Context: an optimization exercise on an open-source flow, tuned for a short achievable clock period and few clock cycles. The choices shown serve that exercise and are no tape-out recipe.
Only simulation tests tie the RTL to the original design; equivalence was not proved.
Power and IR drop assume default switching activity.

==> flow/design.v (outline; a module is shown in full before it is edited, if it fits) <==
// module mul_s1: 1464 lines
// module mul_s2: 123 lines
// module mul_fuse: 185 lines
// module mul_pipe: 9 lines
// module NIOS_II: 149 lines
module NIOS_II(pc_out, inst_in, dmem_addr, dmem_wdata, dmem_we, dmem_re, dmem_rdata, clock, reset);
  // ...
==> flow/run.sh <==
#!/bin/bash
# synth_recipe.tcl (not shown) runs the flow's synth.tcl, then flattens the netlist and writes it again
# the make line also repeats each setting of config.mk as NAME=value (left out here)
make -C /OpenROAD-flow-scripts/flow DESIGN_CONFIG=/design/flow/config.mk WORK_HOME=/design/flow/orfs CLKGATE_MAP_FILE= SYNTH_SCRIPT=/design/flow/synth_recipe.tcl finish
==> flow/config.mk <==
export PLATFORM = sky130hd
export DESIGN_NAME = NIOS_II
export DESIGN_NICKNAME = NIOS_II
export VERILOG_FILES = /design/flow/design.v
export SDC_FILE = /design/flow/constraint.sdc
export NUM_CORES = 4
export LEC_CHECK = 0
export ABC_CLOCK_PERIOD_IN_PS = 4000
export CAP_MARGIN = 20
export CORE_MARGIN = 2
export CORE_UTILIZATION = 35
export SETUP_SLACK_MARGIN = 5
export SLEW_MARGIN = 20
==> flow/constraint.sdc <==
create_clock -name core_clock -period 17.5 [get_ports {clock}]
set_input_delay 3.5000 -clock core_clock [delete_from_list [all_inputs] [get_ports {clock}]]
set_output_delay 3.5000 -clock core_clock [all_outputs]
set_load 0.01 [all_outputs]
==> impl_summary.log, run 1 <==
INFO  metric outcome = complete, no violations
INFO  metric synth_async_sr_flop_share = 71.2%
INFO  metric final_antenna_net_count = 0
INFO  metric largest-register = rf
INFO  metric final.min_clock_period = 7320 ps
INFO  metric cts-resized-gates = 0
INFO  metric sh_seq_area = 36.5%
INFO  metric route.vias.total = 81200
INFO  metric met1Wirelength = 154000 microns
INFO  metric finalWirelength = 434000 microns
INFO  metric gr-usage-all-layers = 33.8%
INFO  metric post_cts_hold_buffer_count = 0
INFO  metric postCtsSetupBuffers = 0
INFO  metric met2WireLength = 179000 microns
INFO  metric detail_route.first_pass.iterations = 14
INFO  metric min_period_over_period = 41.8%
INFO  metric clock_cell_area_share = 6.05%
INFO  metric clock_power = 3.80 mW
INFO  metric dp_hpwl = 281000 microns
INFO  metric ys_seq_elements = 1491
INFO  metric reg2reg_setup_slack = 10180 ps
INFO  metric number_of_distinct_library_cells_after_synthesis = 87
INFO  metric yosys.area.top_type = dfrtp_1
INFO  metric grt.busiest_layer = met2
INFO  metric synth_top_family_by_area = compound AO/OA/AOI/OAI gates
INFO  metric cell_internal_pwr = 5.93 mW
INFO  metric grt_setup_unrepaired = false
INFO  metric post-route-drc-count = 0
INFO  metric initial_antenna_violation_count = 27
INFO  metric hold-path-endpoint = e_pc4[5]
INFO  metric reg2reg_depth = 19
INFO  metric dp_cells = 12500
INFO  metric holdCritPathClass = reg -> reg
Testbench counts, summed over its fixed seeds: cycles 49,750.
==> module NIOS_II, before the edit <==
module NIOS_II(pc_out, inst_in, dmem_addr, dmem_wdata, dmem_we, dmem_re, dmem_rdata, clock, reset);
output [31:0] pc_out;
input  [31:0] inst_in;
output [31:0] dmem_addr;
output [31:0] dmem_wdata;
output dmem_we;
output dmem_re;
input  [31:0] dmem_rdata;
input clock;
input reset;
localparam [5:0] OP_ORHI = 6'h34, OP_ORI = 6'h14, OP_ADDI = 6'h04, OP_LDW = 6'h17,
                 OP_STW = 6'h15, OP_BLT = 6'h16, OP_BR = 6'h06, OP_RT = 6'h3A;
reg  [31:0] fpc;                  
reg  [31:0] ir;                   
reg         d_v;                  
reg  [31:0] d_pc4;                
reg         e_v, e_wr, e_add, e_or, e_ldw, e_mul, e_fuse, e_blt, e_br;
reg  [4:0]  e_rd;
reg  [31:0] e_a, e_y, e_b;        
reg  [31:0] e_ma, e_mb, e_fz;     
reg  [31:0] e_pc4;
reg         m_v, m_wr, m_mul;
reg  [4:0]  m_rd;
reg  [31:0] m_res;
reg  [31:0] rf [0:31];
reg  [31:0] r_daddr, r_wdata;
reg         r_we, r_re;
assign pc_out     = fpc;
assign dmem_addr  = r_daddr;
assign dmem_wdata = r_wdata;
assign dmem_we    = r_we;
assign dmem_re    = r_re;
wire [5:0]  f_op   = inst_in[5:0];
wire        f_br   = (f_op == OP_BLT) || (f_op == OP_BR);
wire [31:0] f_tgt  = {{16{inst_in[21]}}, inst_in[21:6]};
wire [5:0]  d_op   = ir[5:0];
wire [4:0]  d_ra   = ir[31:27];
wire [4:0]  d_rb   = ir[26:22];
wire [4:0]  d_rc   = ir[21:17];
wire [15:0] d_imm  = ir[21:6];
wire        d_rt   = d_op == OP_RT;
wire        d_radd = d_rt && ir[16:11] == 6'h31 && ir[10:6] == 5'd0;
wire        d_rmul = d_rt && ir[16:11] == 6'h27 && ir[10:6] == 5'd0;
wire        d_orhi = d_op == OP_ORHI;
wire        d_ori  = d_op == OP_ORI;
wire        d_addi = d_op == OP_ADDI;
wire        d_ldw  = d_op == OP_LDW;
wire        d_stw  = d_op == OP_STW;
wire        d_blt  = d_op == OP_BLT;
wire        d_brq  = d_op == OP_BR;
wire        d_usea = d_orhi | d_ori | d_addi | d_ldw | d_stw | d_blt | d_brq | d_radd | d_rmul;
wire        d_useb = d_stw | d_blt | d_brq | d_radd | d_rmul;
wire        d_wr   = d_orhi | d_ori | d_addi | d_ldw | d_rt;
wire [4:0]  d_rd   = d_rt ? d_rc : d_rb;
wire [31:0] d_simm = {{16{d_imm[15]}}, d_imm};
wire eh_a = e_v && e_wr && e_rd == d_ra && d_usea;
wire eh_b = e_v && e_wr && e_rd == d_rb && d_useb;
wire mh_a = m_v && m_wr && m_rd == d_ra;
wire mh_b = m_v && m_wr && m_rd == d_rb;
wire fuse_a = e_mul && eh_a && !eh_b && (d_radd || d_addi);
wire fuse_b = e_mul && eh_b && !eh_a && d_radd;
wire d_fuse = fuse_a || fuse_b;
wire stall_e = (eh_a || eh_b) && (e_mul || e_fuse) && !d_fuse;
wire stall_ag = (d_ldw || d_stw) && (eh_a || (mh_a && m_mul));
wire stall = d_v && (stall_e || stall_ag);
wire [31:0] e_res;                
wire [31:0] m_final;              
wire [31:0] mul_p, mul_pf;
wire [31:0] rf_a = rf[d_ra];
wire [31:0] rf_b = rf[d_rb];
wire [31:0] m_a  = mh_a ? m_final : rf_a;
wire [31:0] m_b  = mh_b ? m_final : rf_b;
wire [31:0] v_a  = eh_a ? e_res : m_a;
wire [31:0] v_b  = eh_b ? e_res : m_b;
wire [31:0] ag_a = mh_a ? m_res : rf_a;           
wire [31:0] d_addr = ag_a + d_simm;
wire [31:0] d_y = d_addi ? d_simm :
                  d_orhi ? {d_imm, 16'h0} :
                  d_ori  ? {16'h0, d_imm} : v_b;
wire [31:0] e_sum  = e_a + e_y;
wire        e_lt   = e_a < e_b;
wire        e_take = e_blt ? e_lt : (e_sum == 32'h0);
wire        misp   = e_v && (e_blt || e_br) && !e_take;
wire [31:0] e_alu  = e_add ? e_sum : e_or ? (e_a | e_y) : 32'h0;
assign e_res = e_ldw ? dmem_rdata : e_alu;
mul_pipe u_mul(.clock(clock), .a(e_ma), .b(e_mb), .z(e_fz), .p(mul_p), .pf(mul_pf));
assign m_final = m_mul ? mul_p : m_res;
wire d_go = d_v && !stall && !misp;
always @(posedge clock or posedge reset) begin
  if (reset) begin
    fpc  <= 32'h0;
    d_v  <= 1'b0;
    e_v  <= 1'b0;
    m_v  <= 1'b0;
    r_we <= 1'b0;
    r_re <= 1'b0;
  end else begin
    if (misp)
      fpc <= e_pc4;
    else if (!stall)
      fpc <= f_br ? f_tgt : fpc + 32'd4;
    if (misp)
      d_v <= 1'b0;
    else if (!stall)
      d_v <= 1'b1;
    e_v  <= d_go;
    r_we <= d_go && d_stw;
    r_re <= d_go && d_ldw;
    m_v  <= e_v && e_wr;
  end
end
always @(posedge clock) begin
  if (!stall && !misp) begin
    ir    <= inst_in;
    d_pc4 <= fpc + 32'd4;
  end
  e_wr   <= d_wr;
  e_rd   <= d_rd;
  e_add  <= d_radd | d_addi;
  e_or   <= d_orhi | d_ori;
  e_ldw  <= d_ldw;
  e_mul  <= d_rmul;
  e_fuse <= d_fuse;
  e_blt  <= d_blt;
  e_br   <= d_brq;
  e_a    <= v_a;
  e_y    <= d_y;
  e_b    <= v_b;
  e_ma   <= v_a;
  e_mb   <= v_b;
  e_fz   <= fuse_a ? (d_addi ? d_simm : v_b) : v_a;
  e_pc4  <= d_pc4;
  r_daddr <= d_addr;
  r_wdata <= v_b;
  m_wr   <= e_wr;
  m_rd   <= e_rd;
  m_mul  <= e_mul;
  m_res  <= e_fuse ? mul_pf : e_res;
end
integer i;
always @(posedge clock or posedge reset) begin
  if (reset) begin
    for (i = 0; i < 32; i = i + 1)
      rf[i] <= 32'h0;
  end else if (m_v && m_wr) begin
    rf[m_rd] <= m_final;
  end
end
endmodule
==> run 2, diff against run 1 <==
--- a/flow/design.v
+++ b/flow/design.v
@@ -1806,4 +1806,5 @@
 reg  [31:0] m_res;
 reg  [31:0] rf [0:31];
+reg  [31:0] rf_v;                 
 reg  [31:0] r_daddr, r_wdata;
 reg         r_we, r_re;
@@ -1836,8 +1837,10 @@
 wire [4:0]  d_rd   = d_rt ? d_rc : d_rb;
 wire [31:0] d_simm = {{16{d_imm[15]}}, d_imm};
-wire eh_a = e_v && e_wr && e_rd == d_ra && d_usea;
-wire eh_b = e_v && e_wr && e_rd == d_rb && d_useb;
-wire mh_a = m_v && m_wr && m_rd == d_ra;
-wire mh_b = m_v && m_wr && m_rd == d_rb;
+reg  ma_e, ma_m, mb_e, mb_m;      
+reg  [31:0] sel_a, sel_b;         
+wire eh_a = e_v && e_wr && ma_e && d_usea;
+wire eh_b = e_v && e_wr && mb_e && d_useb;
+wire mh_a = m_v && ma_m;
+wire mh_b = m_v && mb_m;
 wire fuse_a = e_mul && eh_a && !eh_b && (d_radd || d_addi);
 wire fuse_b = e_mul && eh_b && !eh_a && d_radd;
@@ -1849,6 +1852,14 @@
 wire [31:0] m_final;              
 wire [31:0] mul_p, mul_pf;
-wire [31:0] rf_a = rf[d_ra];
-wire [31:0] rf_b = rf[d_rb];
+reg  [31:0] rf_a, rf_b;
+integer k;
+always @(*) begin
+  rf_a = 32'h0;
+  rf_b = 32'h0;
+  for (k = 0; k < 32; k = k + 1) begin
+    rf_a = rf_a | (rf[k] & {32{sel_a[k] & rf_v[k]}});
+    rf_b = rf_b | (rf[k] & {32{sel_b[k] & rf_v[k]}});
+  end
+end
 wire [31:0] m_a  = mh_a ? m_final : rf_a;
 wire [31:0] m_b  = mh_b ? m_final : rf_b;
@@ -1862,5 +1873,6 @@
 wire [31:0] e_sum  = e_a + e_y;
 wire        e_lt   = e_a < e_b;
-wire        e_take = e_blt ? e_lt : (e_sum == 32'h0);
+wire [31:0] e_zx   = (e_a ^ e_b) ^ {(e_a[30:0] | e_b[30:0]), 1'b0};
+wire        e_take = e_blt ? e_lt : (e_zx == 32'h0);
 wire        misp   = e_v && (e_blt || e_br) && !e_take;
 wire [31:0] e_alu  = e_add ? e_sum : e_or ? (e_a | e_y) : 32'h0;
@@ -1889,11 +1901,22 @@
     r_we <= d_go && d_stw;
     r_re <= d_go && d_ldw;
-    m_v  <= e_v && e_wr;
+    m_v  <= e_v && e_wr;    
   end
 end
 always @(posedge clock) begin
-  if (!stall && !misp) begin
+  if (!stall) begin
     ir    <= inst_in;
     d_pc4 <= fpc + 32'd4;
+    sel_a <= 32'h1 << inst_in[31:27];
+    sel_b <= 32'h1 << inst_in[26:22];
+    ma_e  <= inst_in[31:27] == d_rd;
+    mb_e  <= inst_in[26:22] == d_rd;
+    ma_m  <= inst_in[31:27] == e_rd;
+    mb_m  <= inst_in[26:22] == e_rd;
+  end else begin
+    ma_e  <= d_ra == d_rd;
+    mb_e  <= d_rb == d_rd;
+    ma_m  <= ma_e;
+    mb_m  <= mb_e;
   end
   e_wr   <= d_wr;
@@ -1920,12 +1943,13 @@
   m_res  <= e_fuse ? mul_pf : e_res;
 end
-integer i;
 always @(posedge clock or posedge reset) begin
-  if (reset) begin
-    for (i = 0; i < 32; i = i + 1)
-      rf[i] <= 32'h0;
-  end else if (m_v && m_wr) begin
+  if (reset)
+    rf_v <= 32'h0;
+  else if (m_v)
+    rf_v[m_rd] <= 1'b1;
+end
+always @(posedge clock) begin
+  if (m_v)
     rf[m_rd] <= m_final;
-  end
 end
 endmodule
==> flow/flow/run.sh (new file) <==
#!/bin/bash
set -euo pipefail
export SETUP_SLACK_MARGIN=${SETUP_SLACK_MARGIN_OVERRIDE:-12.5}
bash standard.sh finish > standard.log 2>&1
==> flow/standard.sh (new file) <==
#!/bin/bash
# synth_recipe.tcl (not shown) runs the flow's synth.tcl, then flattens the netlist and writes it again
# the make line also repeats each setting of config.mk as NAME=value (left out here)
make -C /OpenROAD-flow-scripts/flow DESIGN_CONFIG=/design/flow/config.mk WORK_HOME=/design/flow/orfs CLKGATE_MAP_FILE= SYNTH_SCRIPT=/design/flow/synth_recipe.tcl "${@:-finish}"
--- a/flow/config.mk
+++ b/flow/config.mk
@@ -10,4 +10,3 @@
 export CORE_MARGIN = 2
 export CORE_UTILIZATION = 35
-export SETUP_SLACK_MARGIN = 5
 export SLEW_MARGIN = 20
removed: flow/run.sh
==> run 2 against run 1 <==
Against the previous run: still clean on timing, DRC and antenna; critical path depth up 1; global-route usage fell by 3.0 points; core utilization is 0.62 points higher; die area down 1.1%; clock skew down 29 ps; first-iteration DRC count grew 0.14%; non-clock buffer count rose by 77; clock-buffer cell count decreased by 19; clock power fell by 1%; worst hold slack better by 4.4 ps; combinational power up 110%; routed wire length down 9.4%; largest power group is now sequential cells.
==> impl_summary.log, run 2 <==
INFO  metric clock_sinks = 1590
INFO  metric maxSlewHeadroom = 21.9%
INFO  metric holdCritPathClass = reg -> reg
INFO  metric synth_warnings = 2
INFO  metric reg2reg_depth = 20 (+1)
INFO  metric area_growth_syn_to_layout = 15.5%
INFO  metric grt_setup_unrepaired = true
INFO  metric gr-usage-all-layers = 30.8% (-3.0 points)
INFO  metric synth_area_leaders = edfxtp_1 (41%), fa_1 (11%), dfxtp_1 (8.7%)
INFO  metric detail_route.first_pass.iterations = 20 (+6)
INFO  metric post_drt_wl_per_cell = 36.1 microns
INFO  metric top_signal_layer_used = met5
INFO  metric synth.most_common_cell = edfxtp_1
INFO  metric ys_seq_elements = 1590 (+6.6%)
INFO  metric synthFlopType = edfxtp_1
INFO  metric crit_path_start = m_v
INFO  metric first_pass_grt_wire_length = 538000 microns
INFO  metric num_ports = 164
INFO  metric route.vias.total = 70600 (-13%)
INFO  metric floorplan.die_area = 0.248 sq mm
INFO  metric synth.cells.most_frequent = edfxtp_1 (1152), nor2_1 (670), inv_1 (664)
INFO  metric met3_length = 61000 microns
INFO  metric reg2reg_setup_slack = 12470 ps (+2290 ps)
INFO  metric syn_nets = 8114
INFO  metric timing_worst_slew_pin_value = 1170 ps
INFO  metric hold-worst-slack = 324 ps
INFO  metric critical_path.cell_chain = and2_4 > buf_6 > a21oi_1 > nand2_1 > a221oi_1 > nand4_1 > nor3_1 > nand2_1 > o21a_1 > ha_1 > a21o_1 > a21oi_1 > nor2b_1 > o21a_1 > o21a_1 > o21ai_0 > nand2_1 > a21oi_1 > o21ai_0 > xor2_1
INFO  metric initial_core_util = 35.1%
INFO  metric cell_internal_pwr = 6.83 mW (+15%)
INFO  metric top_flop_regs = rf: 1024 flops, u_mul.rows: 122 flops
INFO  metric row_count = 181
INFO  metric critical_path_required = 18220 ps
INFO  metric final_layout_size_suffix_gt1_share = 12.8%
INFO  metric met2WireLength = 163000 microns (-8.9%)
INFO  metric synth_async_sr_flop_share = 4.34% (-67 points)
INFO  metric mostFrequentLayoutCells = edfxtp_1 (1152), inv_1 (661), nor2_1 (634)
INFO  metric drv_cap = 0
INFO  metric holdCritStartpoint = d_pc4[24]
INFO  metric yosys.area.top_type = edfxtp_1
INFO  metric largest-register = rf
INFO  metric vias_in_the_first_global_route = 68200
INFO  metric final.setup_skew = 75.4 ps
INFO  metric power.switching = 2.50 mW
INFO  metric power.density_cell_area = 94.7 mW/mm^2
INFO  metric power_frac_seq = 46.5%
INFO  metric netSwitchingFraction = 26.8%
INFO  metric max_stage_delay = 530 ps
INFO  metric synth_edf_count = 1152
INFO  metric setup_total_negative_slack = 0 ps
INFO  metric leakage = 37.3 nW
INFO  metric synth_top_cell_area_share = 40.6%
INFO  metric port-buffer-count = 163
INFO  metric clk_pin_slew = 60 ps
INFO  metric netlist_instances = 7313
INFO  metric largest_register_ffs = 1024
INFO  metric final_antenna_net_count = 0 (unchanged)
INFO  metric cts_buffers = 168
INFO  metric place.gp.congestion = 0.976
INFO  metric finalWirelength = 393000 microns (-9.4%)
INFO  metric most_common_cell_after_layout_fill_and_taps_aside = edfxtp_1
INFO  metric num-fill-cells = 22800
INFO  metric worstSetupEndpointType = flip-flop
INFO  metric crit_path_max_fanout = 28
INFO  metric num-nets-final = 8334
INFO  metric critical_path.reg2reg.startpoint = m_v
INFO  metric hold_violations = 0
INFO  metric post-route-drc-count = 0 (unchanged)
INFO  metric grt_max_degree = 112
INFO  metric min_period_over_period = 28.7% (-13 points)
INFO  metric final.min_clock_period = 5030 ps (-2290 ps)
INFO  metric dp_cells = 10500 (-16%)
INFO  metric final_cell_count_no_fill = 10900
INFO  metric cts_buffer_depth = 3
INFO  metric outcome = complete, no violations
INFO  metric clock_power_share = 40.3%
INFO  metric syn-mean-instance-area = 11.7 sq um
INFO  metric cts.htree.levels = 4
INFO  metric start_kind = flip-flop
INFO  metric clock_latency = 870 ps
INFO  metric initial_antenna_violation_count = 24 (-11%)
INFO  metric setup-violations-final = 0
INFO  metric fmax = 199 MHz
INFO  metric fp.dieH = 498 microns
INFO  metric clockRootBuffer = clkbuf_16
INFO  metric hold-path-endpoint = e_pc4[24]
INFO  metric hold_depth = 0
INFO  metric synth_area = 0.0853 sq mm
INFO  metric crit_slowest_cell = a221oi_1
INFO  metric final-max-slew-violation-count = 0
INFO  metric worstPathArrival = 5740 ps
INFO  metric ir_drop = 113 uV
INFO  metric via_per_inst = 6.48
INFO  metric p_total = 9.33 mW
INFO  metric cts_tree = built
INFO  metric met1Wirelength = 140000 microns (-9.5%)
INFO  metric share_comb_of_total_power = 13.2%
INFO  metric coreArea = 0.243 sq mm
INFO  metric dp_hpwl = 244000 microns (-13%)
INFO  metric synth.yosys.seq_area_share = 51.2%
INFO  metric critical_path.reg2reg.endpoint = r_daddr[29]
INFO  metric criticalPathCategory = reg -> reg
INFO  metric drt-initial-drc-count = 13400
INFO  metric number_of_distinct_library_cells_after_synthesis = 102 (+17%)
INFO  metric global_route.overflow_total = 0
INFO  metric die_width = 498 microns
==> run 2: changes by cell type after synthesis, sizes merged, moves of 41 or more <==
cell	previous run	this run
nand3	72	168
o21ai	1187	178
dfrtp	1061	69
a22o	26	237
a22oi	952	437
and2	40	81
a222oi	1	64
nand2	1611	342
edfxtp	64	1152
clkbuf	644	344
buf	39	85
a221oi	24	256
==> run 2: stage by stage <==
step,instance area (sq um),util [%],worst slack [ps]
floorplan,85300,-,12610
global route,98500,40.6,12440
finish,98500,40.6,12470
global placement,91400,37.6,11330
CTS,97800,40.3,12420
detailed placement,91400,37.6,11350
==> run 2: metal layers <==
metal | vias to the layer above | global-route usage, %
li1 | 27200 | -
met1 | 34600 | 38.4
met2 | 6767 | 45.0
met3 | 1942 | 12.5
met4 | 32 | 17.4
met5 | - | 0.560
==> run 2: logic make-up after synthesis <==
group	count (synthesis)	synth area share [%]
DFF	1590	51.2
muxes	101	1.27
xor gates and xnor gates	214	2.21
adders and majority gates	735	14.9
buffers and inverters	1120	4.95
and+or+nand+nor	1679	9.08
AOI/OAI and AO/OA	1874	16.4
==> run 2: final cells by class <==
| cell class | count | area [sq um] | share of cell area, % |
|---|---|---|---|
| inverter | 691 | 2610 | 2.65 |
| clock buffer | 207 | 4520 | 4.59 |
| multi-input combinational | 4604 | 38200 | 38.8 |
| tap | 3202 | 4010 | 4.07 |
| sequential | 1590 | 43800 | 44.5 |
| timing repair buffer | 476 | 4040 | 4.10 |
| antenna | 16 | 40.0 | 0.0406 |
| clock inverter | 99 | 1240 | 1.26 |
| timing repair inverter | 2 | 15.0 | 0.0152 |
==> run 2: worst max-delay path by stage <==
stage,endpoint,cells after the start,slack [ps]
3_3_place_gp,fpc[1],6,11330
5_1_grt,r_daddr[31],19,12440
4_1_cts,dmem_wdata[10],1,12420
2_1_floorplan,fpc[4],7,12610
3_5_place_dp,fpc[1],6,11350
6_report,r_daddr[29],20,12470
==> run 2: timing repair <==
| action | in CTS | in global routing |
|---|---|---|
| buffers inserted | 67 | 26 |
| resized for setup | 462 | 105 |
| cloned | 1 | 2 |
| hold buffers | 0 | 0 |
| pin swaps | 4 | 16 |
| endpoints found under the setup margin | 299 | 117 |
==> run 2: worst max-delay path, delay by kind of cell (launching register included) <==
kind,cells,cell delay [ps]
DFF,1,500
and+or+nand+nor,7,1300
AOI/OAI and AO/OA,10,2160
adders and majority gates,1,380
xor gates and xnor gates,1,170
buffers and inverters,1,320
==> run 2: power groups by stage <==
| stage | logic, mW | registers, mW | clock network, mW |
|---|---|---|---|
| 2_1_floorplan | 0.594 | 4.40 | 0 |
| 3_3_place_gp | 1.11 | 4.44 | 0 |
| 3_5_place_dp | 1.11 | 4.44 | 0 |
| 4_1_cts | 1.18 | 4.33 | 3.78 |
| 5_1_grt | 1.30 | 4.35 | 3.93 |
| 6_report | 1.23 | 4.34 | 3.76 |
Testbench counts of run 2, summed over its fixed seeds: cycles 49,750.
==> run 3, diff against run 2 <==
--- a/flow/design.v
+++ b/flow/design.v
@@ -1839,4 +1839,5 @@
 reg  ma_e, ma_m, mb_e, mb_m;      
 reg  [31:0] sel_a, sel_b;         
+reg  [31:0] rs_a, rs_b;           
 wire eh_a = e_v && e_wr && ma_e && d_usea;
 wire eh_b = e_v && e_wr && mb_e && d_useb;
@@ -1858,6 +1859,6 @@
   rf_b = 32'h0;
   for (k = 0; k < 32; k = k + 1) begin
-    rf_a = rf_a | (rf[k] & {32{sel_a[k] & rf_v[k]}});
-    rf_b = rf_b | (rf[k] & {32{sel_b[k] & rf_v[k]}});
+    rf_a = rf_a | (rf[k] & {32{rs_a[k]}});
+    rf_b = rf_b | (rf[k] & {32{rs_b[k]}});
   end
 end
@@ -1910,4 +1911,6 @@
     sel_a <= 32'h1 << inst_in[31:27];
     sel_b <= 32'h1 << inst_in[26:22];
+    rs_a  <= (32'h1 << inst_in[31:27]) & rfv_next;
+    rs_b  <= (32'h1 << inst_in[26:22]) & rfv_next;
     ma_e  <= inst_in[31:27] == d_rd;
     mb_e  <= inst_in[26:22] == d_rd;
@@ -1915,4 +1918,6 @@
     mb_m  <= inst_in[26:22] == e_rd;
   end else begin
+    rs_a  <= sel_a & rfv_next;
+    rs_b  <= sel_b & rfv_next;
     ma_e  <= d_ra == d_rd;
     mb_e  <= d_rb == d_rd;
@@ -1943,4 +1948,5 @@
   m_res  <= e_fuse ? mul_pf : e_res;
 end
+wire [31:0] rfv_next = rf_v | ({31'h0, m_v} << m_rd);
 always @(posedge clock or posedge reset) begin
   if (reset)
==> flow/flow/run.sh (replaced) <==
#!/bin/bash
set -euo pipefail
export SETUP_SLACK_MARGIN=${SETUP_SLACK_MARGIN_OVERRIDE:-12.8}
bash standard.sh finish > standard.log 2>&1
--- a/flow/config.mk
+++ b/flow/config.mk
@@ -9,4 +9,5 @@
 export CAP_MARGIN = 20
 export CORE_MARGIN = 2
-export CORE_UTILIZATION = 35
+export CORE_UTILIZATION = 55
+export PLACE_DENSITY = 0.65
 export SLEW_MARGIN = 20
==> run 3 against run 2 <==
Against the previous run: register-to-register slack gained 220 ps; die area shrank 35%; final cell count shrank 8.1%; fmax grew 1.7%; sequential power is 3% higher; critical path depth is 18 lower; combinational power rose by 11%.
==> impl_summary.log, run 3 <==
INFO  metric start_kind = flip-flop
INFO  metric synth.most_common_cell = edfxtp_1
INFO  metric mostFrequentLayoutCells = edfxtp_1 (1152), a22oi_1 (749), nor2_1 (656)
INFO  metric most_common_cell_after_layout_fill_and_taps_aside = edfxtp_1
INFO  metric num-fill-cells = 12300 (-46%)
INFO  metric final_antenna_net_count = 0 (unchanged)
INFO  metric reg2reg_depth = 17 (-15%)
INFO  metric grt_setup_unrepaired = true
INFO  metric floorplan.die_area = 0.161 sq mm (-35%)
INFO  metric drt-initial-drc-count = 15700 (+17%)
INFO  metric min_period_over_period = 28.3% (-0.48 points)
INFO  metric cts_buffers = 175 (+4.2%)
INFO  metric global_route.overflow_total = 0 (unchanged)
INFO  metric cts.htree.levels = 4 (unchanged)
INFO  metric path_delay_family = flip-flops
INFO  metric largest_register_ffs = 1024 (unchanged)
INFO  metric initial_antenna_violation_count = 27 (+13%)
INFO  metric max_stage_delay = 370 ps (-160 ps)
INFO  metric post-route-drc-count = 0 (unchanged)
INFO  metric vias_in_the_first_global_route = 70200 (+3.0%)
INFO  metric finalWorstSetupSlack = 12550 ps (+83.3 ps)
INFO  metric crit_slowest_cell = dfxtp_4
INFO  metric dp_hpwl = 246000 microns (+1.2%)
INFO  metric crit_cells = 2 (-90%)
INFO  metric post_drt_wl_per_cell = 40.4 microns (+12%)
INFO  metric num_ports = 164 (unchanged)
INFO  metric critical_path_required = 14000 ps (-4220 ps)
INFO  metric holdCritPathClass = reg -> reg
INFO  metric fmax = 202 MHz (+1.7%)
INFO  metric via_per_inst = 7.48 (+15%)
INFO  metric coreArea = 0.157 sq mm (-36%)
INFO  metric synthFlopType = edfxtp_1
INFO  metric worstSetupEndpointType = output pin
INFO  metric post_cts_hold_buffer_count = 0 (unchanged)
INFO  metric outcome = complete, no violations
INFO  metric worstPathArrival = 1450 ps (-4290 ps)
INFO  metric p_total = 9.77 mW (+4.7%)
INFO  metric final-max-slew-violation-count = 0 (unchanged)
INFO  metric clock_latency = 860 ps (about the same)
INFO  metric holdCritStartpoint = d_pc4[29]
INFO  metric synth_area = 0.0868 sq mm (+1.8%)
INFO  metric port-buffer-count = 163 (unchanged)
INFO  metric cts_tree = built
INFO  metric die_width = 401 microns (-19%)
INFO  metric route.vias.total = 74800 (+6.0%)
INFO  metric dp_cells = 9559 (-8.7%)
INFO  metric synth_warnings = 2 (unchanged)
INFO  metric final_cell_count_no_fill = 10000 (-8.1%)
INFO  metric synth.yosys.seq_area_share = 51.8% (+0.58 points)
INFO  metric finalWirelength = 404000 microns (+2.8%)
INFO  metric critPathCapture = dmem_wdata[1]
INFO  metric final.setup_skew = 58.2 ps (-17.1 ps)
INFO  metric area_growth_syn_to_layout = 14.4%
INFO  metric crit_buf_inv = 2 (+1)
INFO  metric gr-usage-all-layers = 48.8% (+18 points)
INFO  metric clock_sinks = 1654 (+4.0%)
INFO  metric first_pass_grt_wire_length = 546000 microns (+1.6%)
INFO  metric synth_edf_count = 1152 (unchanged)
INFO  metric setup_total_negative_slack = 0 ps (unchanged)
INFO  metric final_util = 63.4% (+23 points)
INFO  metric critical_path.cell_chain = buf_12 > buf_6
INFO  metric critical_path.reg2reg.startpoint = u_mul.rows[22]
INFO  metric fp.dieH = 401 microns (-19%)
INFO  metric synth_top_cell_area_share = 39.8% (-0.71 points)
INFO  metric cts_buffer_depth = 3 (unchanged)
INFO  metric clk_pin_slew = 60 ps (about the same)
INFO  metric grt_max_degree = 132 (+18%)
INFO  metric largest-register = rf
INFO  metric number_of_distinct_library_cells_after_synthesis = 103 (+0.98%)
INFO  metric hold_violations = 0 (unchanged)
INFO  metric timing_worst_slew_pin_value = 1420 ps (+245 ps)
INFO  metric detail_route.first_pass.iterations = 10 (-50%)
INFO  metric final.min_clock_period = 4950 ps (-83.3 ps)
INFO  metric yosys.area.top_type = edfxtp_1
INFO  metric criticalPathCategory = reg -> out
INFO  metric ir_drop = 127 uV (+12%)
INFO  metric num-nets-final = 8585 (+3.0%)
INFO  metric reg2reg_setup_slack = 12690 ps (+220 ps)
INFO  metric syn-mean-instance-area = 11.5 sq um (-1.3%)
INFO  metric leakage = 37.0 nW (-0.80%)
INFO  metric row_count = 145 (-20%)
INFO  metric power.density_cell_area = 98.3 mW/mm^2 (+3.8%)
INFO  metric synth_area_leaders = edfxtp_1 (40%), fa_1 (11%), dfxtp_1 (10%)
INFO  metric drv_cap = 0 (unchanged)
INFO  metric place.gp.congestion = 1.06 (+8.6%)
INFO  metric crit_path_start = r_wdata[1]
INFO  metric final_layout_size_suffix_gt1_share = 13.1% (+0.31 points)
INFO  metric syn_nets = 8342 (+2.8%)
INFO  metric ys_seq_elements = 1654 (+4.0%)
INFO  metric netlist_instances = 7541 (+3.1%)
INFO  metric maxSlewHeadroom = 5.55% (-16 points)
INFO  metric critical_path.reg2reg.endpoint = m_res[31]
INFO  metric crit_path_max_fanout = 2 (-93%)
INFO  metric initial_core_util = 55.4% (+20 points)
INFO  metric synth_async_sr_flop_share = 4.17% (-0.17 points)
INFO  metric clockRootBuffer = clkbuf_16
INFO  metric setup-violations-final = 0 (unchanged)
INFO  metric top_flop_regs = rf: 1024 flops, u_mul.rows: 122 flops
INFO  metric pre_cts_slack = 11450 ps (+98.8 ps)
INFO  metric synth.cells.most_frequent = edfxtp_1 (1152), a22oi_1 (749), nor2_1 (682)
==> run 3: cell types whose count changed after synthesis, sizes merged, moves of 30 or more <==
cell	previous run	this run
a21oi	272	359
a221oi	256	86
a22o	237	87
a22oi	437	749
and2	81	12
dfxtp	369	433
nand2	342	471
nand4	114	161
nor4	29	77
o21bai	30	60
xnor2	129	188
==> run 3: metal layers <==
metal	vias up	GRT usage (%)	share of wire, %
met1	36100	63.5	34
li1	28100	-	-
met3	2223	26.6	20
met4	42	29.8	8.5
met5	-	0.327	0.11
met2	8313	62.8	37
==> run 3: per-stage QoR <==
stage / cell area [sq um] / hold slack [ps]
6_report: 99300 / 339
5_1_grt: 99300 / 346
4_1_cts: 98500 / 336
3_5_place_dp: 91300 / 327
3_3_place_gp: 91300 / 324
2_1_floorplan: 86800 / 323
==> run 3: layout make-up <==
class	count	area [sq um]	area share (%)
flip-flops and latches	1654	45300	45.6
diodes	12	30.0	0.0302
well taps	2058	2570	2.59
clock buffers	222	4780	4.82
clock inverters	107	1210	1.22
inverters	690	2640	2.66
multi-input cells	4800	38600	38.9
repair buffers	463	4200	4.23
==> run 3: logic make-up after synthesis <==
logic type / Yosys count / synth area share, %
AOI/OAI and AO/OA: 1970 / 16.1
and+or+nand+nor: 1784 / 9.35
DFF: 1654 / 51.8
buffers and inverters: 1090 / 4.83
adders and majority gates: 735 / 14.6
xor gates and xnor gates: 244 / 2.46
muxes: 64 / 0.778
==> run 3: power breakdown <==
group / internal (mW) / switching, mW
clock: 2.25 / 1.67
sequential: 4.34 / 0.146
combinational: 0.502 / 0.856
==> run 3: worst min path at each step <==
stage | endpoint | slack [ps] | depth (start not counted)
3_3_place_gp | e_pc4[11] | 320 | 0
2_1_floorplan | e_pc4[0] | 320 | 0
4_1_cts | e_pc4[12] | 340 | 0
5_1_grt | e_pc4[23] | 350 | 0
6_report | e_pc4[29] | 340 | 0
3_5_place_dp | e_pc4[12] | 330 | 0
==> run 3: repair_timing <==
item	in CTS	in global routing
endpoints found under the hold margin	0	0
cloned	3	3
setup endpoints to repair	436	327
pin swaps	13	19
buffers inserted	75	25
resized for setup	664	160
==> run 3: worst reg2reg max path: cells and delay by family, from the launching register on <==
family | cells | cell delay, ps
AO/OA/AOI/OAI | 7 | 1680
flip-flops | 1 | 320
AND/OR/NAND/NOR | 2 | 250
XOR/XNOR | 1 | 210
buffers and inverters | 3 | 350
adder cells (fa/ha/maj) | 4 | 1850
Testbench counts of run 3, summed over its fixed seeds: cycles 49,750.
==> run 4, diff against run 3 <==
--- a/flow/design.v
+++ b/flow/design.v
@@ -1837,16 +1837,16 @@
 wire [4:0]  d_rd   = d_rt ? d_rc : d_rb;
 wire [31:0] d_simm = {{16{d_imm[15]}}, d_imm};
-reg  ma_e, ma_m, mb_e, mb_m;      
+reg  ma_e, mb_e;                  
+reg  mha_alu, mha_mul, mhb_alu, mhb_mul;    
 reg  [31:0] sel_a, sel_b;         
 reg  [31:0] rs_a, rs_b;           
-wire eh_a = e_v && e_wr && ma_e && d_usea;
-wire eh_b = e_v && e_wr && mb_e && d_useb;
-wire mh_a = m_v && ma_m;
-wire mh_b = m_v && mb_m;
+reg  e_w;                         
+wire eh_a = e_w && ma_e;
+wire eh_b = e_w && mb_e;
 wire fuse_a = e_mul && eh_a && !eh_b && (d_radd || d_addi);
 wire fuse_b = e_mul && eh_b && !eh_a && d_radd;
 wire d_fuse = fuse_a || fuse_b;
 wire stall_e = (eh_a || eh_b) && (e_mul || e_fuse) && !d_fuse;
-wire stall_ag = (d_ldw || d_stw) && (eh_a || (mh_a && m_mul));
+wire stall_ag = (d_ldw || d_stw) && (eh_a || mha_mul);
 wire stall = d_v && (stall_e || stall_ag);
 wire [31:0] e_res;                
@@ -1863,13 +1863,24 @@
   end
 end
-wire [31:0] m_a  = mh_a ? m_final : rf_a;
-wire [31:0] m_b  = mh_b ? m_final : rf_b;
+wire [31:0] ag_a = (m_res & {32{mha_alu}}) | rf_a;     
+wire [31:0] m_a  = ag_a | (mul_p & {32{mha_mul}});
+wire [31:0] m_b  = (m_res & {32{mhb_alu}}) | (mul_p & {32{mhb_mul}}) | rf_b;
 wire [31:0] v_a  = eh_a ? e_res : m_a;
 wire [31:0] v_b  = eh_b ? e_res : m_b;
-wire [31:0] ag_a = mh_a ? m_res : rf_a;           
 wire [31:0] d_addr = ag_a + d_simm;
-wire [31:0] d_y = d_addi ? d_simm :
-                  d_orhi ? {d_imm, 16'h0} :
-                  d_ori  ? {16'h0, d_imm} : v_b;
+reg         y_imm;                
+wire [31:0] d_immv = d_addi ? d_simm : d_orhi ? {d_imm, 16'h0} : {16'h0, d_imm};
+wire [31:0] d_y = y_imm ? d_immv : v_b;
+wire [5:0]  f_opc  = inst_in[5:0];
+wire        f_rt   = f_opc == OP_RT;
+wire        f_usea = f_opc == OP_ORHI || f_opc == OP_ORI || f_opc == OP_ADDI || f_opc == OP_LDW ||
+                     f_opc == OP_STW || f_opc == OP_BLT || f_opc == OP_BR ||
+                     (f_rt && inst_in[10:6] == 5'd0 && (inst_in[16:11] == 6'h31 || inst_in[16:11] == 6'h27));
+wire        f_useb = f_opc == OP_STW || f_opc == OP_BLT || f_opc == OP_BR ||
+                     (f_rt && inst_in[10:6] == 5'd0 && (inst_in[16:11] == 6'h31 || inst_in[16:11] == 6'h27));
+wire        nm_a   = stall ? ma_e : inst_in[31:27] == e_rd;    
+wire        nm_b   = stall ? mb_e : inst_in[26:22] == e_rd;
+wire        nmh_a  = e_w && nm_a;
+wire        nmh_b  = e_w && nm_b;
 wire [31:0] e_sum  = e_a + e_y;
 wire        e_lt   = e_a < e_b;
@@ -1887,4 +1898,5 @@
     d_v  <= 1'b0;
     e_v  <= 1'b0;
+    e_w  <= 1'b0;
     m_v  <= 1'b0;
     r_we <= 1'b0;
@@ -1900,4 +1912,5 @@
       d_v <= 1'b1;
     e_v  <= d_go;
+    e_w  <= d_go && d_wr;
     r_we <= d_go && d_stw;
     r_re <= d_go && d_ldw;
@@ -1911,18 +1924,19 @@
     sel_a <= 32'h1 << inst_in[31:27];
     sel_b <= 32'h1 << inst_in[26:22];
-    rs_a  <= (32'h1 << inst_in[31:27]) & rfv_next;
-    rs_b  <= (32'h1 << inst_in[26:22]) & rfv_next;
-    ma_e  <= inst_in[31:27] == d_rd;
-    mb_e  <= inst_in[26:22] == d_rd;
-    ma_m  <= inst_in[31:27] == e_rd;
-    mb_m  <= inst_in[26:22] == e_rd;
+    rs_a  <= (32'h1 << inst_in[31:27]) & rfv_next & {32{!nmh_a}};
+    rs_b  <= (32'h1 << inst_in[26:22]) & rfv_next & {32{!nmh_b}};
+    ma_e  <= inst_in[31:27] == d_rd && f_usea;
+    mb_e  <= inst_in[26:22] == d_rd && f_useb;
+    y_imm <= f_opc == OP_ADDI || f_opc == OP_ORHI || f_opc == OP_ORI;
   end else begin
-    rs_a  <= sel_a & rfv_next;
-    rs_b  <= sel_b & rfv_next;
-    ma_e  <= d_ra == d_rd;
-    mb_e  <= d_rb == d_rd;
-    ma_m  <= ma_e;
-    mb_m  <= mb_e;
+    rs_a  <= sel_a & rfv_next & {32{!nmh_a}};
+    rs_b  <= sel_b & rfv_next & {32{!nmh_b}};
+    ma_e  <= d_ra == d_rd && d_usea;
+    mb_e  <= d_rb == d_rd && d_useb;
   end
+  mha_alu <= nmh_a && !e_mul;
+  mha_mul <= nmh_a && e_mul;
+  mhb_alu <= nmh_b && !e_mul;
+  mhb_mul <= nmh_b && e_mul;
   e_wr   <= d_wr;
   e_rd   <= d_rd;
==> run 4 against run 3 <==
Against the previous run: still clean on timing, DRC and antenna; highest routed layer unchanged; via count increased by 0.88%; clock power decreased by 2%; first-iteration DRC count increased by 2.0%; clock skew decreased by 15 ps.
==> impl_summary.log, run 4 <==
INFO  metric cts_buffers = 173 (-1.1%)
INFO  metric clk_pin_slew = 60 ps (about the same)
INFO  metric post_dp_cell_area = 0.0922 sq mm (+1.0%)
INFO  metric maxSlewHeadroom = 14.5% (+8.9 points)
INFO  metric largest_register_ffs = 1024 (unchanged)
INFO  metric synth_top_cell_area_share = 39.6% (-0.28 points)
INFO  metric port-buffer-count = 163 (unchanged)
INFO  metric power_frac_seq = 46.5% (+0.5 points)
INFO  metric mostFrequentLayoutCells = edfxtp_1 (1153), nor2_1 (683), inv_1 (671)
INFO  metric post-route-drc-count = 0 (unchanged)
INFO  metric largest-register = rf
INFO  metric synth.yosys.seq_area_share = 51.5% (-0.30 points)
INFO  metric synth.cells.most_frequent = edfxtp_1 (1153), nor2_1 (719), inv_1 (673)
INFO  metric via_per_inst = 7.49 (+0.23%)
INFO  metric synth_edf_count = 1153 (+0.087%)
INFO  metric setup-violations-final = 0 (unchanged)
INFO  metric finalWirelength = 407000 microns (+0.73%)
INFO  metric synth.most_common_cell = edfxtp_1
INFO  metric dp_hpwl = 252000 microns (+2.2%)
INFO  metric criticalPathCategory = reg -> out
INFO  metric crit_slowest_cell = dfxtp_4
INFO  metric fmax = 202 MHz (-0.28%)
INFO  metric clock_power_share = 39.6% (-0.5 points)
INFO  metric fp.dieH = 403 microns (+0.39%)
INFO  metric crit_path_max_fanout = 2 (unchanged)
INFO  metric power.switching = 2.66 mW (-0.46%)
INFO  metric floorplan.die_area = 0.162 sq mm (+0.78%)
INFO  metric syn-mean-instance-area = 11.6 sq um (+0.54%)
INFO  metric die_width = 403 microns (+0.39%)
INFO  metric syn_nets = 8361 (+0.23%)
INFO  metric cts_tree = built
INFO  metric first_pass_grt_wire_length = 553000 microns (+1.1%)
INFO  metric critical_path_required = 14000 ps (about the same)
INFO  metric grt_setup_unrepaired = true
INFO  metric clock_sinks = 1658 (+0.24%)
INFO  metric ys_seq_elements = 1658 (+0.24%)
INFO  metric final.min_clock_period = 4960 ps (+14.0 ps)
INFO  metric synth_area = 0.0875 sq mm (+0.79%)
INFO  metric final_layout_size_suffix_gt1_share = 13.7% (+0.58 points)
INFO  metric share_comb_of_total_power = 13.9% (about the same)
INFO  metric ir_drop = 111 uV (-13%)
INFO  metric setup_total_negative_slack = 0 ps (unchanged)
INFO  metric synth_area_leaders = edfxtp_1 (40%), fa_1 (11%), dfxtp_1 (10%)
INFO  metric final.setup_skew = 43.5 ps (-14.7 ps)
INFO  metric post-route-cell-area = 0.100 sq mm (+0.98%)
INFO  metric detail_route.first_pass.iterations = 10 (unchanged)
INFO  metric number_of_distinct_library_cells_after_synthesis = 90 (-13%)
INFO  metric post_drt_wl_per_cell = 40.4 microns (about the same)
INFO  metric area_growth_syn_to_layout = 14.6%
INFO  metric final_antenna_net_count = 0 (unchanged)
INFO  metric reg2reg_setup_slack = 12730 ps (+40 ps)
INFO  metric worstSetupEndpointType = output pin
INFO  metric synth_async_sr_flop_share = 4.22% (+0.050 points)
INFO  metric synth_warnings = 2 (unchanged)
INFO  metric yosys.area.top_type = edfxtp_1
INFO  metric min_period_over_period = 28.3% (+0.080 points)
INFO  metric cell_internal_pwr = 7.03 mW (-0.81%)
INFO  metric initial_core_util = 55.3% (-0.14 points)
INFO  metric worstPathArrival = 1460 ps (about the same)
INFO  metric num_ports = 164 (unchanged)
INFO  metric num-nets-final = 8617 (+0.37%)
INFO  metric gr-usage-all-layers = 49.2% (+0.39 points)
INFO  metric timing_worst_slew_pin_value = 1280 ps (-134 ps)
INFO  metric holdCritPathClass = reg -> reg
INFO  metric vias_in_the_first_global_route = 70500 (+0.34%)
INFO  metric leakage = 38.1 nW (+3.1%)
INFO  metric row_count = 146 (+0.69%)
INFO  metric clock_latency = 870 ps (about the same)
INFO  metric route.vias.total = 75500 (+0.88%)
INFO  metric global_route.overflow_total = 0 (unchanged)
INFO  metric netSwitchingFraction = 27.5% (+0.069 points)
INFO  metric post_cts_hold_buffer_count = 0 (unchanged)
INFO  metric synthFlopType = edfxtp_1
INFO  metric max_stage_delay = 360 ps (about the same)
INFO  metric coreArea = 0.158 sq mm (+1.0%)
INFO  metric top_flop_regs = rf: 1024 flops, u_mul.rows: 122 flops
INFO  metric place.gp.congestion = 1.05 (-1.2%)
INFO  metric critical_path.cell_chain = buf_12 > buf_6
INFO  metric clockRootBuffer = clkbuf_16
INFO  metric cts.htree.levels = 4 (unchanged)
INFO  metric drv_cap = 0 (unchanged)
INFO  metric power.density_cell_area = 96.7 mW/mm^2 (-1.7%)
INFO  metric netlist_instances = 7560 (+0.25%)
INFO  metric final-max-slew-violation-count = 0 (unchanged)
INFO  metric outcome = complete, no violations
INFO  metric drt-initial-drc-count = 16000 (+2.0%)
INFO  metric most_common_cell_after_layout_fill_and_taps_aside = edfxtp_1
INFO  metric hold_violations = 0 (unchanged)
INFO  metric start_kind = flip-flop
INFO  metric cts_buffer_depth = 3 (unchanged)
INFO  metric grt_max_degree = 95 (-28%)
INFO  metric initial_antenna_violation_count = 25 (-7.4%)
-- run 4: cell count changes after synthesis, moves of 37 or more --
cell      delta
xor2_1      +41
nor3_1     +147
a22o_1     +152
nor2_1      +37
a22oi_1    -233
nand3_1     -39
o21ai_0     -56
nor4_1      -56
nand2_1    -152
mux2_2      +39
a221oi_1   +161
o21bai_1    -37
a21oi_1     +38
-- run 4: cell families after synthesis --
logic type / share of synthesized area [%]
compound gates: 16.2
simple gates: 9.22
fa+ha+maj: 14.5
xor+xnor: 2.50
buf+inv: 4.83
mux: 1.24
flops: 51.5
-- run 4: power by group through the flow --
stage	clock [mW]	sequential [mW]	combinational, mW
after global routing	3.97	4.52	1.40
after CTS	3.82	4.51	1.25
after detailed placement	0	4.62	1.14
after global placement	0	4.61	1.13
after floorplan	0	4.57	0.596
final	3.84	4.51	1.34
-- run 4: per-stage QoR --
step           cells  setup slack, ps  utilization (%)  power, mW  hold WS (ps)
2_1_floorplan   7560            12500                -       5.17           323
3_3_place_gp    9605            11230             58.3       5.74           323
3_5_place_dp    9605            11450             58.3       5.75           327
4_1_cts        10000            12520             62.7       9.58           340
5_1_grt        10000            12540             63.4       9.89           344
6_report       10100            12540             63.4       9.70           339
-- run 4: layout make-up --
cell class	instances	area, sq um
Multi-Input combinational cell	4797	39300
Antenna cell	32	80.1
Sequential cell	1658	45300
Tap cell	2072	2590
Clock buffer	225	4750
Fill cell	12200	57900
Clock inverter	101	1090
Inverter	700	2660
Timing Repair Buffer	486	4480
-- run 4: final timing paths --
path | startpoint | to | cells past startpoint
worst max-delay path | r_wdata[2] | dmem_wdata[2] | 2
worst min-delay path | d_pc4[23] | e_pc4[23] | 0
worst max register to register | rs_a[28] | r_daddr[28] | 18
worst min register to register | d_pc4[23] | e_pc4[23] | 0
max in group asynchronous | reset | fpc[4] | 3
min in group asynchronous | reset | fpc[19] | 3
-- run 4: per-layer routing --
layer | global-route usage, % | share of wire, % | vias up
li1 | - | - | 28400
met1 | 62.3 | 33 | 36200
met2 | 65.7 | 39 | 8413
met3 | 24.1 | 19 | 2376
met4 | 33.5 | 9.6 | 46
met5 | 0.178 | 0.25 | -
-- run 4: critical path: cells and delay by family, from the launching register on --
kind,cells,cell delay [ps]
buffers and inverters,2,240
flip-flops,1,360
-- run 4: timing repair --
item / in CTS / in global routing
cloned: 5 / 7
pin swaps: 7 / 18
hold endpoints to repair: 0 / 0
setup buffers: 73 / 22
resized for setup: 641 / 164
setup endpoints to repair: 582 / 727
Testbench counts of run 4, summed over its fixed seeds: cycles 49,750.
==> run 5, diff against run 4 <==
--- a/flow/design.v
+++ b/flow/design.v
@@ -1794,12 +1794,13 @@
                  OP_STW = 6'h15, OP_BLT = 6'h16, OP_BR = 6'h06, OP_RT = 6'h3A;
 reg  [31:0] fpc;                  
+reg  [31:0] npc;                  
 reg  [31:0] ir;                   
 reg         d_v;                  
-reg  [31:0] d_pc4;                
+reg  [31:0] d_pc4, d_pc8;         
 reg         e_v, e_wr, e_add, e_or, e_ldw, e_mul, e_fuse, e_blt, e_br;
 reg  [4:0]  e_rd;
 reg  [31:0] e_a, e_y, e_b;        
 reg  [31:0] e_ma, e_mb, e_fz;     
-reg  [31:0] e_pc4;
+reg  [31:0] e_pc4, e_pc8;
 reg         m_v, m_wr, m_mul;
 reg  [4:0]  m_rd;
@@ -1817,4 +1818,5 @@
 wire        f_br   = (f_op == OP_BLT) || (f_op == OP_BR);
 wire [31:0] f_tgt  = {{16{inst_in[21]}}, inst_in[21:6]};
+wire [31:0] f_tgt4 = f_tgt + 32'd4;
 wire [5:0]  d_op   = ir[5:0];
 wire [4:0]  d_ra   = ir[31:27];
@@ -1896,4 +1898,5 @@
   if (reset) begin
     fpc  <= 32'h0;
+    npc  <= 32'h4;
     d_v  <= 1'b0;
     e_v  <= 1'b0;
@@ -1903,8 +1906,11 @@
     r_re <= 1'b0;
   end else begin
-    if (misp)
+    if (misp) begin
       fpc <= e_pc4;
-    else if (!stall)
-      fpc <= f_br ? f_tgt : fpc + 32'd4;
+      npc <= e_pc8;
+    end else if (!stall) begin
+      fpc <= f_br ? f_tgt : npc;
+      npc <= f_br ? f_tgt4 : npc + 32'd4;
+    end
     if (misp)
       d_v <= 1'b0;
@@ -1921,5 +1927,6 @@
   if (!stall) begin
     ir    <= inst_in;
-    d_pc4 <= fpc + 32'd4;
+    d_pc4 <= npc;
+    d_pc8 <= npc + 32'd4;
     sel_a <= 32'h1 << inst_in[31:27];
     sel_b <= 32'h1 << inst_in[26:22];
@@ -1950,11 +1957,16 @@
   e_a    <= v_a;
   e_y    <= d_y;
-  e_b    <= v_b;
-  e_ma   <= v_a;
-  e_mb   <= v_b;
+  if (d_blt || d_brq)
+    e_b  <= v_b;
+  if (d_rmul) begin
+    e_ma <= v_a;
+    e_mb <= v_b;
+  end
   e_fz   <= fuse_a ? (d_addi ? d_simm : v_b) : v_a;
   e_pc4  <= d_pc4;
+  e_pc8  <= d_pc8;
   r_daddr <= d_addr;
-  r_wdata <= v_b;
+  if (d_stw)
+    r_wdata <= v_b;
   m_wr   <= e_wr;
   m_rd   <= e_rd;
==> run 5 against run 4 <==
Against the previous run: largest power group unchanged; global-route usage down 2.9 points; critical endpoint is now dmem_wdata[1]; clock skew down 5.7 ps; final cell count up 5.0%; clock power up 11%; flip-flop and latch count up 188; largest cell class unchanged; routed wire length up 0.60%; die area up 8.3%; highest routed layer unchanged; still clean on timing, DRC and antenna; via count up 0.91%; first-iteration DRC count down 4.2%.
==> impl_summary.log, run 5 <==
INFO  metric p_total = 9.92 mW (+2.4%)
INFO  metric criticalPathCategory = reg -> out
INFO  metric holdCritPathClass = reg -> reg
INFO  metric crit_slowest_cell = edfxtp_1
INFO  metric min_period_over_period = 28.7% (+0.37 points)
INFO  metric timing_worst_slew_pin_value = 1220 ps (-62.5 ps)
INFO  metric outcome = complete, no violations
INFO  metric critical_path.reg2reg.endpoint = e_ma[20]
INFO  metric post_drt_wl_per_cell = 38.7 microns (-4.2%)
INFO  metric row_count = 152 (+4.1%)
INFO  metric grt_setup_unrepaired = true
INFO  metric worstSetupEndpointType = output pin
INFO  metric dp_hpwl = 247000 microns (-1.7%)
INFO  metric num_ports = 164 (unchanged)
INFO  metric reg2reg_setup_slack = 12650 ps (-80 ps)
INFO  metric setup-violations-final = 0 (unchanged)
INFO  metric place.gp.congestion = 0.998 (-4.6%)
INFO  metric synth_edf_count = 1311 (+14%)
INFO  metric holdCritStartpoint = d_pc4[9]
INFO  metric gr-usage-all-layers = 46.3% (-2.9 points)
INFO  metric detail_route.first_pass.iterations = 12 (+2)
INFO  metric fmax = 199 MHz (-1.3%)
INFO  metric path_delay_family = flip-flops
INFO  metric most_common_cell_after_layout_fill_and_taps_aside = edfxtp_1
INFO  metric finalWorstSetupSlack = 12480 ps (-64.9 ps)
INFO  metric floorplan.die_area = 0.176 sq mm (+8.3%)
INFO  metric largest-register = rf
INFO  metric cts_buffer_depth = 3 (unchanged)
INFO  metric drt-initial-drc-count = 15300 (-4.2%)
INFO  metric grt_max_degree = 103 (+8.4%)
INFO  metric clk_pin_slew = 70 ps (about the same)
INFO  metric clock_sinks = 1846 (+11%)
INFO  metric route.vias.total = 76200 (+0.91%)
INFO  metric reg2reg_depth = 15 (-3)
INFO  metric start_kind = flip-flop
INFO  metric die_width = 419 microns (+4.1%)
INFO  metric final.min_clock_period = 5020 ps (+64.9 ps)
INFO  metric setup_total_negative_slack = 0 ps (unchanged)
INFO  metric ys_seq_elements = 1846 (+11%)
INFO  metric area_growth_syn_to_layout = 13.7%
INFO  metric synth_top_cell_area_share = 41.5% (+1.9 points)
INFO  metric hold_violations = 0 (unchanged)
INFO  metric via_per_inst = 7.20 (-3.9%)
INFO  metric final_antenna_net_count = 0 (unchanged)
INFO  metric synth_async_sr_flop_share = 5.53% (+1.3 points)
INFO  metric crit_path_max_fanout = 1 (-1)
INFO  metric synth.yosys.seq_area_share = 53.3% (+1.8 points)
INFO  metric ir_drop = 136 uV (+23%)
INFO  metric worstPathArrival = 1520 ps (+60 ps)
INFO  metric maxSlewHeadroom = 18.0% (+3.5 points)
INFO  metric initial_core_util = 55.3% (about the same)
INFO  metric port-buffer-count = 163 (unchanged)
INFO  metric critical_path.cell_chain = buf_6
INFO  metric largest_register_ffs = 1024 (unchanged)
INFO  metric finalWirelength = 410000 microns (+0.60%)
INFO  metric synth_area_leaders = edfxtp_1 (42%), fa_1 (9.9%), dfxtp_1 (9.1%)
INFO  metric cts.htree.levels = 4 (unchanged)
INFO  metric num-nets-final = 8880 (+3.1%)
INFO  metric mostFrequentLayoutCells = edfxtp_1 (1311), inv_1 (697), a22oi_1 (485)
INFO  metric max_stage_delay = 480 ps (+120 ps)
INFO  metric final-max-slew-violation-count = 0 (unchanged)
INFO  metric initial_antenna_violation_count = 29 (+16%)
INFO  metric first_pass_grt_wire_length = 564000 microns (+2.1%)
INFO  metric final.setup_skew = 37.8 ps (-5.75 ps)
INFO  metric synthFlopType = edfxtp_1
INFO  metric syn_nets = 8712 (+4.2%)
INFO  metric dp_cells = 10100 (+5.6%)
INFO  metric netlist_instances = 7925 (+4.8%)
INFO  metric number_of_distinct_library_cells_after_synthesis = 90 (unchanged)
INFO  metric critical_path.reg2reg.startpoint = u_mul.rows[10]
INFO  metric global_route.overflow_total = 0 (unchanged)
INFO  metric top_flop_regs = rf: 1024 flops, u_mul.rows: 122 flops
INFO  metric final_cell_count_no_fill = 10600 (+5.0%)
INFO  metric critical_path_required = 14000 ps (about the same)
INFO  metric syn-mean-instance-area = 12.0 sq um (+3.4%)
INFO  metric post_cts_hold_buffer_count = 0 (unchanged)
INFO  metric pre_cts_slack = 10560 ps (-893 ps)
INFO  metric hold-path-endpoint = e_pc4[9]
INFO  metric drv_cap = 0 (unchanged)
INFO  metric yosys.area.top_type = edfxtp_1
INFO  metric power.density_cell_area = 92.1 mW/mm^2 (-4.8%)
INFO  metric fp.dieH = 419 microns (+4.1%)
INFO  metric post-route-drc-count = 0 (unchanged)
INFO  metric cts_buffers = 191 (+10%)
INFO  metric vias_in_the_first_global_route = 73900 (+4.9%)
INFO  metric synth.cells.most_frequent = edfxtp_1 (1311), inv_1 (699), a22oi_1 (485)
INFO  metric synth_warnings = 2 (unchanged)
INFO  metric coreArea = 0.172 sq mm (+8.4%)
INFO  metric leakage = 41.9 nW (+10%)
INFO  metric final_util = 62.8% (-0.56 points)
INFO  metric cts_tree = built
INFO  metric hold_depth = 0 (unchanged)
INFO  metric crit_buf_inv = 1 (-1)
INFO  metric synth_area = 0.0948 sq mm (+8.4%)
INFO  metric final_layout_size_suffix_gt1_share = 13.1% (-0.52 points)
INFO  metric clockRootBuffer = clkbuf_16
INFO  metric clock_latency = 880 ps (about the same)
INFO  metric synth.most_common_cell = edfxtp_1
run 5: cell types whose count changed in the layout (fill, tap and decap cells not counted), sizes merged, moves of 31 or more:
cell,change
and2,+421
buf,-60
clkbuf,+35
dfrtp,+31
a22oi,-31
xnor2,+40
nor2,-401
edfxtp,+158
nand2,+90
run 5: how the worst max path moves through the flow:
stage                      startpoint             to  slack, ps  cells past startpoint
final                      r_wdata[1]  dmem_wdata[1]      12480                      1
after global routing       r_wdata[1]  dmem_wdata[1]      12450                      1
after CTS                  r_wdata[1]  dmem_wdata[1]      12430                      1
after detailed placement   inst_in[1]        npc[31]      10560                      9
after global placement     inst_in[1]        npc[22]      10500                     11
after floorplan           inst_in[15]           mb_e      12640                      8
run 5: kinds of logic (layout without fill, tap and decap cells):
kind of cell / after synthesis / in the layout / synth area share [%]
DFF: 1846 / 1846 / 53.3
AOI/OAI and AO/OA: 1988 / 1990 / 15.3
muxes: 79 / 79 / 0.905
adders and majority gates: 721 / 721 / 13.2
buffers and inverters: 1155 / 1481 / 4.75
other: 0 / 15 / 0
and+or+nand+nor: 1875 / 1875 / 10.1
xor gates and xnor gates: 261 / 261 / 2.41
run 5: per-layer routing:
metal	track usage (%)	vias to the layer above	part of all wire (%)
met4	33.2	32	9.7
li1	-	29400	-
met5	1.08	-	0.11
met1	56.4	37200	33
met2	66.4	7118	41
met3	18.7	2310	15
run 5: final cells by class:
| cell class | count | area [sq um] |
|---|---|---|
| Inverter | 700 | 2640 |
| Antenna cell | 15 | 37.5 |
| Tap cell | 2310 | 2890 |
| Clock inverter | 93 | 1050 |
| Multi-Input combinational cell | 4926 | 41300 |
| Clock buffer | 260 | 5440 |
| Fill cell | 13400 | 63700 |
| Sequential cell | 1846 | 50700 |
| Timing Repair Buffer | 428 | 3750 |
run 5: repair_timing:
| item | in CTS | in global routing |
|---|---|---|
| gates resized for setup | 599 | 135 |
| pin swaps | 24 | 32 |
| endpoints found under the hold margin | 0 | 0 |
| setup buffers | 32 | 28 |
| setup endpoints to repair | 504 | 582 |
| cloned | 4 | 2 |
run 5: metrics by stage:
stage               area, sq um  hold WS (ps)
finish                   108000           331
global route             108000           340
CTS                      107000           324
detailed placement        99600           327
global placement          99600           324
floorplan                 95200           323
run 5: report_power, final:
part | switching (mW) | internal, mW | total, mW
Clock | 1.81 | 2.45 | 4.26
Sequential | 0.160 | 4.87 | 5.03
Combinational | 0.361 | 0.270 | 0.631
Testbench counts of run 5, summed over its fixed seeds: cycles 49,750.
==> run 6, diff against run 5 <==
--- a/flow/design.v
+++ b/flow/design.v
@@ -1895,4 +1895,7 @@
 assign m_final = m_mul ? mul_p : m_res;
 wire d_go = d_v && !stall && !misp;
+wire [31:0] e_yz  = (e_a ^ e_y) ^ {(e_a[30:0] | e_y[30:0]), 1'b0};
+wire        early = d_v && d_blt && eh_b && !eh_a && e_add && !e_fuse &&
+                    !mha_mul && (ag_a == 32'h0) && (e_yz == 32'h0);
 always @(posedge clock or posedge reset) begin
   if (reset) begin
@@ -1909,9 +1912,12 @@
       fpc <= e_pc4;
       npc <= e_pc8;
+    end else if (early) begin
+      fpc <= d_pc4;
+      npc <= d_pc8;
     end else if (!stall) begin
       fpc <= f_br ? f_tgt : npc;
       npc <= f_br ? f_tgt4 : npc + 32'd4;
     end
-    if (misp)
+    if (misp || early)
       d_v <= 1'b0;
     else if (!stall)
@@ -1953,20 +1959,16 @@
   e_mul  <= d_rmul;
   e_fuse <= d_fuse;
-  e_blt  <= d_blt;
+  e_blt  <= d_blt && !early;
   e_br   <= d_brq;
   e_a    <= v_a;
   e_y    <= d_y;
-  if (d_blt || d_brq)
-    e_b  <= v_b;
-  if (d_rmul) begin
-    e_ma <= v_a;
-    e_mb <= v_b;
-  end
+  e_b    <= (d_blt || d_brq) ? v_b : 32'h0;
+  e_ma   <= d_rmul ? v_a : 32'h0;
+  e_mb   <= d_rmul ? v_b : 32'h0;
   e_fz   <= fuse_a ? (d_addi ? d_simm : v_b) : v_a;
   e_pc4  <= d_pc4;
   e_pc8  <= d_pc8;
   r_daddr <= d_addr;
-  if (d_stw)
-    r_wdata <= v_b;
+  r_wdata <= v_b;
   m_wr   <= e_wr;
   m_rd   <= e_rd;
--- a/flow/config.mk
+++ b/flow/config.mk
@@ -9,5 +9,4 @@
 export CAP_MARGIN = 20
 export CORE_MARGIN = 2
-export CORE_UTILIZATION = 55
-export PLACE_DENSITY = 0.65
+export CORE_UTILIZATION = 45
 export SLEW_MARGIN = 20
==> run 6 against run 5 <==
Against the previous run: still clean; clock skew is 5.3 ps higher; clock power hardly changed; critical path depth stayed put; routed wire length is 7.2% higher; total power is 5.5% higher; worst hold slack better by 27 ps; flip-flop and latch count stayed put; via count is 3.7% higher; core utilization is 11 points lower; die area is 23% higher; synthesized cell count is 4.4% higher; critical endpoint is now pc_out[9].
==> impl_summary.log, run 6 <==
INFO  metric floorplan.die_area = 0.216 sq mm (+23%)
INFO  metric clk_pin_slew = 60 ps (about the same)
INFO  metric synth.yosys.seq_area_share = 51.6% (-1.7 points)
INFO  metric synth_warnings = 2 (unchanged)
INFO  metric route.vias.total = 79000 (+3.7%)
INFO  metric outcome = complete, no violations
INFO  metric number_of_distinct_library_cells_after_synthesis = 86 (-4.4%)
INFO  metric synth_top_family_by_area = compound AO/OA/AOI/OAI gates
INFO  metric largest-register = rf
INFO  metric leakage = 41.0 nW (-2.1%)
INFO  metric synth.cells.most_frequent = edfxtp_1 (1183), inv_1 (727), a22oi_1 (676)
INFO  metric gr-usage-all-layers = 39.3% (-7.0 points)
INFO  metric detail_route.first_pass.iterations = 13 (+1)
INFO  metric syn_nets = 9057 (+4.0%)
INFO  metric synth.most_common_cell = edfxtp_1
INFO  metric num-nets-final = 9195 (+3.5%)
INFO  metric first_pass_grt_wire_length = 593000 microns (+5.1%)
INFO  metric p_total = 10.5 mW (+5.5%)
INFO  metric synth_compound_gate_area_share = 15.6% (+0.27 points)
INFO  metric grt_max_degree = 147 (+43%)
INFO  metric most_common_cell_after_layout_fill_and_taps_aside = edfxtp_1
INFO  metric timing_worst_slew_pin_value = 1200 ps (-16.0 ps)
INFO  metric maxSlewHeadroom = 19.7% (+1.7 points)
INFO  metric finalWirelength = 439000 microns (+7.2%)
INFO  metric setup_total_negative_slack = 0 ps (unchanged)
INFO  metric area_growth_syn_to_layout = 14.3%
INFO  metric crit_path_max_fanout = 2 (+1)
INFO  metric fmax = 199 MHz (about the same)
INFO  metric cts.htree.levels = 4 (unchanged)
INFO  metric min_period_over_period = 28.7% (about the same)
INFO  metric coreArea = 0.211 sq mm (+23%)
INFO  metric synth_area_leaders = edfxtp_1 (37%), dfxtp_1 (12%), fa_1 (9.8%)
INFO  metric cts_buffer_depth = 3 (unchanged)
INFO  metric top_flop_regs = rf: 1024 flops, u_mul.rows: 122 flops
INFO  metric critical_path_required = 14000 ps (about the same)
INFO  metric place.gp.congestion = 1.03 (+3.0%)
INFO  metric fp.dieH = 465 microns (+11%)
INFO  metric worstPathArrival = 1530 ps (about the same)
INFO  metric cts_buffers = 192 (+0.52%)
INFO  metric final_layout_size_suffix_gt1_share = 12.4% (-0.78 points)
INFO  metric path_delay_family = flip-flops
INFO  metric synth.area.mux_share = 1.06% (+0.15 points)
INFO  metric critical_path.cell_chain = buf_2
INFO  metric start_kind = flip-flop
INFO  metric num_ports = 164 (unchanged)
INFO  metric synth_async_sr_flop_share = 5.53% (unchanged)
INFO  metric holdCritPathClass = reg -> reg
INFO  metric clock_sinks = 1846 (unchanged)
INFO  metric synth_top_cell_area_share = 37.2% (-4.3 points)
## run 6: cell types whose count changed in the layout (fill, tap and decap cells not counted), moves of 30 or more
cell,delta
a221oi_1,-73
a22o_1,-95
a22oi_1,+190
and2_1,+38
buf_2,-49
buf_6,+43
dfxtp_1,+80
dfxtp_4,+47
edfxtp_1,-128
nand2b_1,+30
nand4_1,+39
nor2_1,+57
o21ai_0,+40
## run 6: kinds of logic after synthesis
logic type               after synthesis
multiplexers                          95
adder cells (fa/ha/maj)              721
buffers and inverters               1215
AO/OA/AOI/OAI                       2060
XOR/XNOR                             279
AND/OR/NAND/NOR                     2054
flip-flops                          1846
## run 6: worst paths after layout
check	start	endpoint	slack [ps]	cells after the start
max in group asynchronous	reset	r_re	13230	3
min	d_pc8[31]	e_pc8[31]	360	0
min reg2reg	d_pc8[31]	e_pc8[31]	360	0
max	fpc[9]	pc_out[9]	12470	1
min in group asynchronous	reset	rf_v[0]	3090	2
max reg2reg	rs_a[21]	fpc[27]	12690	14
## run 6: metal layers
layer	global-route usage (%)	vias to the layer above
met5	0.134	-
met4	25.5	22
met3	15.1	2198
met2	55.9	7461
met1	49.7	38800
li1	-	30500
## run 6: area by class of cell
type | instances | area [sq um]
timing repair buffer | 431 | 4220
clock inverter | 92 | 1060
fill | 18500 | 102000
antenna | 44 | 110
multi-input combinational | 5209 | 42500
inverter | 728 | 2760
sequential | 1846 | 49600
tap | 2821 | 3530
clock buffer | 266 | 5380
## run 6: worst register-to-register path, delay by kind of cell (launching register included)
family | cells | cell delay [ps]
simple gates | 7 | 2270
buf+inv | 4 | 1290
compound gates | 3 | 760
flops | 1 | 350
## run 6: power by group
group | total (mW) | internal (mW) | switching [mW]
Combinational | 1.07 | 0.455 | 0.610
Clock | 4.26 | 2.43 | 1.83
Sequential | 5.15 | 4.90 | 0.245
## run 6: timing repair
| action | in CTS | in global routing |
|---|---|---|
| buffers inserted | 37 | 30 |
| cloned | 4 | 0 |
| hold endpoints to repair | 0 | 0 |
| pin swaps | 9 | 16 |
| hold buffers | 0 | 0 |
| setup endpoints to repair | 719 | 651 |
| gates resized for setup | 698 | 116 |
## run 6: through the flow
stage / area, sq um / hold slack, ps / instances / worst slack (ps)
CTS: 108000 / 362 / 11400 / 12480
finish: 109000 / 358 / 11400 / 12470
global route: 109000 / 366 / 11400 / 12460
global placement: 101000 / 344 / 11000 / 11420
floorplan: 95700 / 339 / 8270 / 12500
detailed placement: 101000 / 350 / 11000 / 11390
Testbench counts of run 6, summed over its fixed seeds: cycles 49,133.

Re-timed with assumed drivers on the ports (clkbuf_16 on the clock, buf_2 on other inputs), run 6 has 12.395 ns of setup slack against 12.474 ns with ideal ports, and 11.888 ns once port delays also move by the mid clock arrival of 0.972 ns.
